This is an optimization exercise on Yosys and OpenROAD, whose aim is small area and a short achievable clock period, not a production implementation.
RTL that was checked went through simulation tests only; none was proved equivalent to the original.

// fir_bandstop
module fir_bandstop ( clk, in, out );
input  wire clk;
input  wire [15:0]in;
output wire [57:0]out;
wire [33:0] y;
wire ys;
wire [23:0] sg;
fir fir_bs_inst(
	.clk(clk),
	.in(in),
	.y(y),
	.ys(ys)
	);
genvar i;
generate
	for (i=0; i<24; i=i+1) begin: sign
		fir_sreg r ( .clk(clk), .d(ys), .q(sg[i]) );
	end
endgenerate
assign out = {sg, y};
endmodule
Size in the first run: ~4,700 cells after synthesis, roughly 0.057 mm^2 of cells after synthesis.
==> flow/config.mk <==
export PLATFORM = sky130hd
export DESIGN_NAME = fir_bandstop
export DESIGN_NICKNAME = fir_bandstop
export VERILOG_FILES = /design/flow/design.v
export SDC_FILE = /design/flow/constraint.sdc
export NUM_CORES = 4
export LEC_CHECK = 0
export ABC_AREA = 1
export CAP_MARGIN = 20
export CORE_MARGIN = 2
export CORE_UTILIZATION = 50
export CTS_CLUSTER_DIAMETER = 60
export CTS_CLUSTER_SIZE = 30
export SLEW_MARGIN = 20
export SYNTH_HIERARCHICAL = 1
export SYNTH_MINIMUM_KEEP_SIZE = 0
==> flow/constraint.sdc <==
create_clock -name core_clock -period 12.0 [get_ports {clk}]
set_input_delay 2.4000 -clock core_clock [delete_from_list [all_inputs] [get_ports {clk}]]
set_output_delay 2.4000 -clock core_clock [all_outputs]
set_load 0.01 [all_outputs]
standard.sh (not shown) runs the stock make flow with config.mk's settings and CLKGATE_MAP_FILE= SYNTH_SCRIPT=/design/flow/synth_recipe.tcl, a recipe that flattens the netlist after the stock synthesis.
==> flow/flow/run.sh <==
#!/bin/bash
set -euo pipefail
export BUFFER_PORTS_ARGS="-buffer_cell sky130_fd_sc_hd__buf_2"
export SETUP_SLACK_MARGIN=8.5
export CTS_ARGS="-sink_clustering_enable -repair_clock_nets -sink_clustering_size 24 -sink_clustering_max_diameter 45 -root_buf sky130_fd_sc_hd__clkbuf_16 -sink_clustering_buffer sky130_fd_sc_hd__clkbuf_8 -dont_use_dummy_load"
bash standard.sh > standard.log 2>&1   # ORFS's own logs stay under orfs/logs/
Change:
==> flow/flow/run.sh (replaced) <==
#!/bin/bash
set -euo pipefail
export BUFFER_PORTS_ARGS="-buffer_cell sky130_fd_sc_hd__buf_2"
export SETUP_SLACK_MARGIN=8.6
export CTS_ARGS="-sink_clustering_enable -repair_clock_nets -sink_clustering_size 20 -sink_clustering_max_diameter 50 -root_buf sky130_fd_sc_hd__clkbuf_16 -sink_clustering_buffer sky130_fd_sc_hd__clkbuf_8 -dont_use_dummy_load"
bash standard.sh > standard.log 2>&1   # ORFS's own logs stay under orfs/logs/
--- a/flow/config.mk
+++ b/flow/config.mk
@@ -7,3 +7,2 @@
 export LEC_CHECK = 0
-export ABC_AREA = 1
 export CAP_MARGIN = 20
Clock-buffer cell count goes down by 20.
Hold slack improves by 49 ps.
Critical path depth is unchanged.
Register-to-register slack is better by 30 ps.
Change:
--- a/flow/flow/run.sh
+++ b/flow/flow/run.sh
@@ -3,3 +3,3 @@
 export BUFFER_PORTS_ARGS="-buffer_cell sky130_fd_sc_hd__buf_2"
-export SETUP_SLACK_MARGIN=8.6
+export SETUP_SLACK_MARGIN=8.5
 export CTS_ARGS="-sink_clustering_enable -repair_clock_nets -sink_clustering_size 20 -sink_clustering_max_diameter 50 -root_buf sky130_fd_sc_hd__clkbuf_16 -sink_clustering_buffer sky130_fd_sc_hd__clkbuf_8 -dont_use_dummy_load"
Outcome: The new run completed without violations. Via count barely changes. Maximum frequency hardly moves. Critical path depth is unchanged. Cell area went down by 0.72%. Worst hold slack barely changes.

---

Another version of the RTL of fir_bandstop (not shown whole).
Size in the first run: ~3700 cells after synthesis, roughly 930 flip-flops, ~75 I/O pins.
==> flow/config.mk <==
export PLATFORM = sky130hd
export DESIGN_NAME = fir_bandstop
export DESIGN_NICKNAME = fir_bandstop
export VERILOG_FILES = /design/flow/design.v
export SDC_FILE = /design/flow/constraint.sdc
export NUM_CORES = 4
export LEC_CHECK = 0
export CAP_MARGIN = 20
export CORE_MARGIN = 2
export CORE_UTILIZATION = 50
export CTS_CLUSTER_DIAMETER = 60
export CTS_CLUSTER_SIZE = 30
export SLEW_MARGIN = 20
export SYNTH_HIERARCHICAL = 1
export SYNTH_MINIMUM_KEEP_SIZE = 0
==> flow/constraint.sdc <==
create_clock -name core_clock -period 12.0 [get_ports {clk}]
set_input_delay 2.4000 -clock core_clock [delete_from_list [all_inputs] [get_ports {clk}]]
set_output_delay 2.4000 -clock core_clock [all_outputs]
set_load 0.01 [all_outputs]
==> flow/flow/run.sh <==
#!/bin/bash
set -euo pipefail
export BUFFER_PORTS_ARGS="-buffer_cell sky130_fd_sc_hd__buf_2"
export SETUP_SLACK_MARGIN=8.45
export CTS_ARGS="-sink_clustering_enable -repair_clock_nets -sink_clustering_size 20 -sink_clustering_max_diameter 50 -root_buf sky130_fd_sc_hd__clkbuf_16 -sink_clustering_buffer sky130_fd_sc_hd__clkbuf_8 -dont_use_dummy_load"
bash standard.sh > standard.log 2>&1   # ORFS's own logs stay under orfs/logs/
The starting point produced a clean layout.
Next try:
==> flow/flow/run.sh (replaced) <==
#!/bin/bash
set -euo pipefail
export BUFFER_PORTS_ARGS="-buffer_cell sky130_fd_sc_hd__buf_2"
export SETUP_SLACK_MARGIN=8.7
bash standard.sh > standard.log 2>&1
- CORE_UTILIZATION: 50 -> 60
Effect:
- sequential cell count does not change
- hold slack gains 66 ps
- global-route usage climbs by 11 points
- setup slack is worse by 77 ps

---

lane 1:
fir_bandstop again, from the RTL that the note above started with.
Settings: LEC_CHECK=0, CAP_MARGIN=20, CORE_MARGIN=2, CORE_UTILIZATION=50, CTS_CLUSTER_DIAMETER=60, CTS_CLUSTER_SIZE=30, SLEW_MARGIN=20, SYNTH_HIERARCHICAL=1, SYNTH_MINIMUM_KEEP_SIZE=0; clock period 12.0 ns.
==> flow/flow/run.sh <==
#!/bin/bash
set -euo pipefail
export BUFFER_PORTS_ARGS="-buffer_cell sky130_fd_sc_hd__buf_2"
export SETUP_SLACK_MARGIN=8.45
export CTS_ARGS="-sink_clustering_enable -repair_clock_nets -sink_clustering_size 20 -sink_clustering_max_diameter 50 -root_buf sky130_fd_sc_hd__clkbuf_16 -sink_clustering_buffer sky130_fd_sc_hd__clkbuf_8 -dont_use_dummy_load"
bash standard.sh > standard.log 2>&1
Here is what was changed in the inputs of lane 2 compared with lane 1.
- CORE_UTILIZATION changed from 50 to 62
==> flow/flow/run.sh <==
#!/bin/bash
set -euo pipefail
export BUFFER_PORTS_ARGS="-buffer_cell sky130_fd_sc_hd__buf_2"
export SETUP_SLACK_MARGIN=8.6
export CTS_ARGS="-sink_clustering_enable -repair_clock_nets -sink_clustering_size 20 -sink_clustering_max_diameter 50 -root_buf sky130_fd_sc_hd__clkbuf_16 -sink_clustering_buffer sky130_fd_sc_hd__clkbuf_8 -dont_use_dummy_load"
bash standard.sh > standard.log 2>&1   # ORFS's own logs stay under orfs/logs/
## What came out
- Cell count (lower): lane 2
- A highest-delay cell along the critical path of sky130_fd_sc_hd__dfxtp_1 is what lane 2 shows, while sky130_fd_sc_hd__fa_1 belongs to lane 1.
- Worst hold slack (higher): lane 2
- Lane 2 vs lane 1 — global-route met3 utilization rose 3.7 points.
- Against lane 1, lane 2 comes in about 5.6% higher on wire length.
- | part of the cycle the worst path needs | lane 2 vs lane 1 | 0.29 points higher |

---

fir_bandstop, a different RTL version from the one above (not shown whole).
Size: roughly 920 flip-flops, roughly 75 I/O pins, ~0.055 sq mm of cells after synthesis.
Settings: LEC_CHECK=0, CAP_MARGIN=20, CORE_MARGIN=2, CORE_UTILIZATION=55, CTS_BUF_LIST=sky130_fd_sc_hd__clkbuf_4 sky130_fd_sc_hd__clkbuf_8, CTS_CLUSTER_SIZE=25, SLEW_MARGIN=20, SYNTH_HIERARCHICAL=1, SYNTH_MINIMUM_KEEP_SIZE=0; clock period 12.0 ns.
run.sh (not shown) runs the stock make flow with config.mk's settings and CLKGATE_MAP_FILE= SYNTH_SCRIPT=/design/flow/synth_recipe.tcl, a recipe that flattens the netlist after the stock synthesis.
Stock flow here: none of the scripts above is used.
Edit:
- CORE_UTILIZATION: 55 -> 50
- CTS_BUF_LIST: sky130_fd_sc_hd__clkbuf_4 sky130_fd_sc_hd__clkbuf_8 -> unset
- CTS_CLUSTER_SIZE: 25 -> unset
Effect:
- die area increases by about 10%
- register-to-register slack improved by 0.07 ns
- critical path depth does not change
- maximum frequency increases by 1.3%
- sequential share of layout area is about the same
- routed wire length decreases by about 0.4%
- non-clock buffer count decreases by 2
- first-iteration DRC count increases by 7.9%
- final area barely changes
Function was not checked in any run of this note: the RTL went through the layout flow alone.

---

fir_bandstop with an RTL version that a note above also has.
Size: ~3,700 cells after synthesis, about 930 flip-flops, roughly 75 I/O pins, roughly 56,000 µm² of cells after synthesis.
clock: 12.0 ns
lec_check: 0
cap_margin: 20
core_margin: 2
core_utilization: 50
cts_cluster_diameter: 60
cts_cluster_size: 30
slew_margin: 20
synth_hierarchical: 1
synth_minimum_keep_size: 0
standard.sh (not shown) runs the stock make flow with config.mk's settings and CLKGATE_MAP_FILE= SYNTH_SCRIPT=/design/flow/synth_recipe.tcl, a recipe that flattens the netlist after the stock synthesis.
==> flow/flow/run.sh <==
#!/bin/bash
set -euo pipefail
export BUFFER_PORTS_ARGS="-buffer_cell sky130_fd_sc_hd__buf_2"
export SETUP_SLACK_MARGIN=8.45
export CTS_ARGS="-sink_clustering_enable -repair_clock_nets -sink_clustering_size 30 -sink_clustering_max_diameter 60 -dont_use_dummy_load"
bash standard.sh > standard.log 2>&1
The baseline finished clean.
Next try:
==> flow/flow/run.sh (replaced) <==
#!/bin/bash
set -euo pipefail
export BUFFER_PORTS_ARGS="-buffer_cell sky130_fd_sc_hd__buf_2"
export SETUP_SLACK_MARGIN=8.45
export CTS_ARGS="-sink_clustering_enable -repair_clock_nets -sink_clustering_size 12 -sink_clustering_max_diameter 40 -root_buf sky130_fd_sc_hd__clkbuf_16 -sink_clustering_buffer sky130_fd_sc_hd__clkbuf_4 -dont_use_dummy_load"
bash standard.sh > standard.log 2>&1
Synthesized area is unchanged.
Clock-buffer cell count climbs by 49.
Die area does not change.
Maximum frequency drops by 1.1%.
Register-to-register slack gets worse by 0.04 ns.
Global-route usage climbs by 0.11 points.
Wire length barely changes.
Via count climbs by 0.88%.
Design area drops by 1.3%.
Next try:
==> flow/flow/run.sh (replaced) <==
#!/bin/bash
set -euo pipefail
export BUFFER_PORTS_ARGS="-buffer_cell sky130_fd_sc_hd__buf_2"
export SETUP_SLACK_MARGIN=8.45
bash standard.sh > standard.log 2>&1
- CTS_CLUSTER_DIAMETER: 60 -> 45
- CTS_CLUSTER_SIZE: 30 -> 40
Count of clock-buffer cells in the layout came out lower by 14.
Cell area goes up by 4.5%.
Sequential share of layout area decreases by 1.4 points.

==> afterwards: timing with drivers on the ports <==
In the flow no input, the clock included, has a driving cell. The finished layouts below were timed again as built, in two steps. Step 1: set_driving_cell puts a clkbuf_16 on clk and a buf_2 on each other input, an assumption about the parent block. Step 2 also shifts input and output timing later by t, the mid clock arrival at the registers, as if the neighbouring blocks saw the same clock. Three values: ideal, step 1, step 2; two values: the first two.
run	t, ns	setup slack, ns	hold WS [ns]
the first run of note 1	0.751	8.466 / 8.387 / 8.501	0.251 / 0.251 / 0.251
the second run of note 1	0.699	8.483 / 8.404 / 8.529	0.300 / 0.300 / 0.300
the third run of note 1	0.691	8.480 / 8.411 / 8.513	0.302 / 0.302 / 0.302
the first run of note 2	0.718	8.471 / 8.398 / 8.471	0.257 / 0.257 / 0.257
the second run of note 2	0.768	8.394 / 8.320 / 8.587	0.324 / 0.324 / 0.324
lane 1	0.718	8.471 / 8.398 / 8.471	0.257 / 0.257 / 0.257
lane 2	0.716	8.436 / 8.360 / 8.565	0.306 / 0.306 / 0.306
the first run of note 4	0.909	6.760 / 6.760 / 6.760	0.321 / 0.321 / 0.321
the second run of note 4	0.772	6.828 / 6.828 / 6.828	0.321 / 0.321 / 0.321
the first run of note 5	0.731	8.454 / 8.388 / 8.454	0.304 / 0.304 / 0.304
the second run of note 5	0.769	8.415 / 8.337 / 8.415	0.292 / 0.292 / 0.292
the third run of note 5	0.782	8.439 / 8.361 / 8.446	0.313 / 0.313 / 0.313
After both steps setup and hold are still met in every run listed.
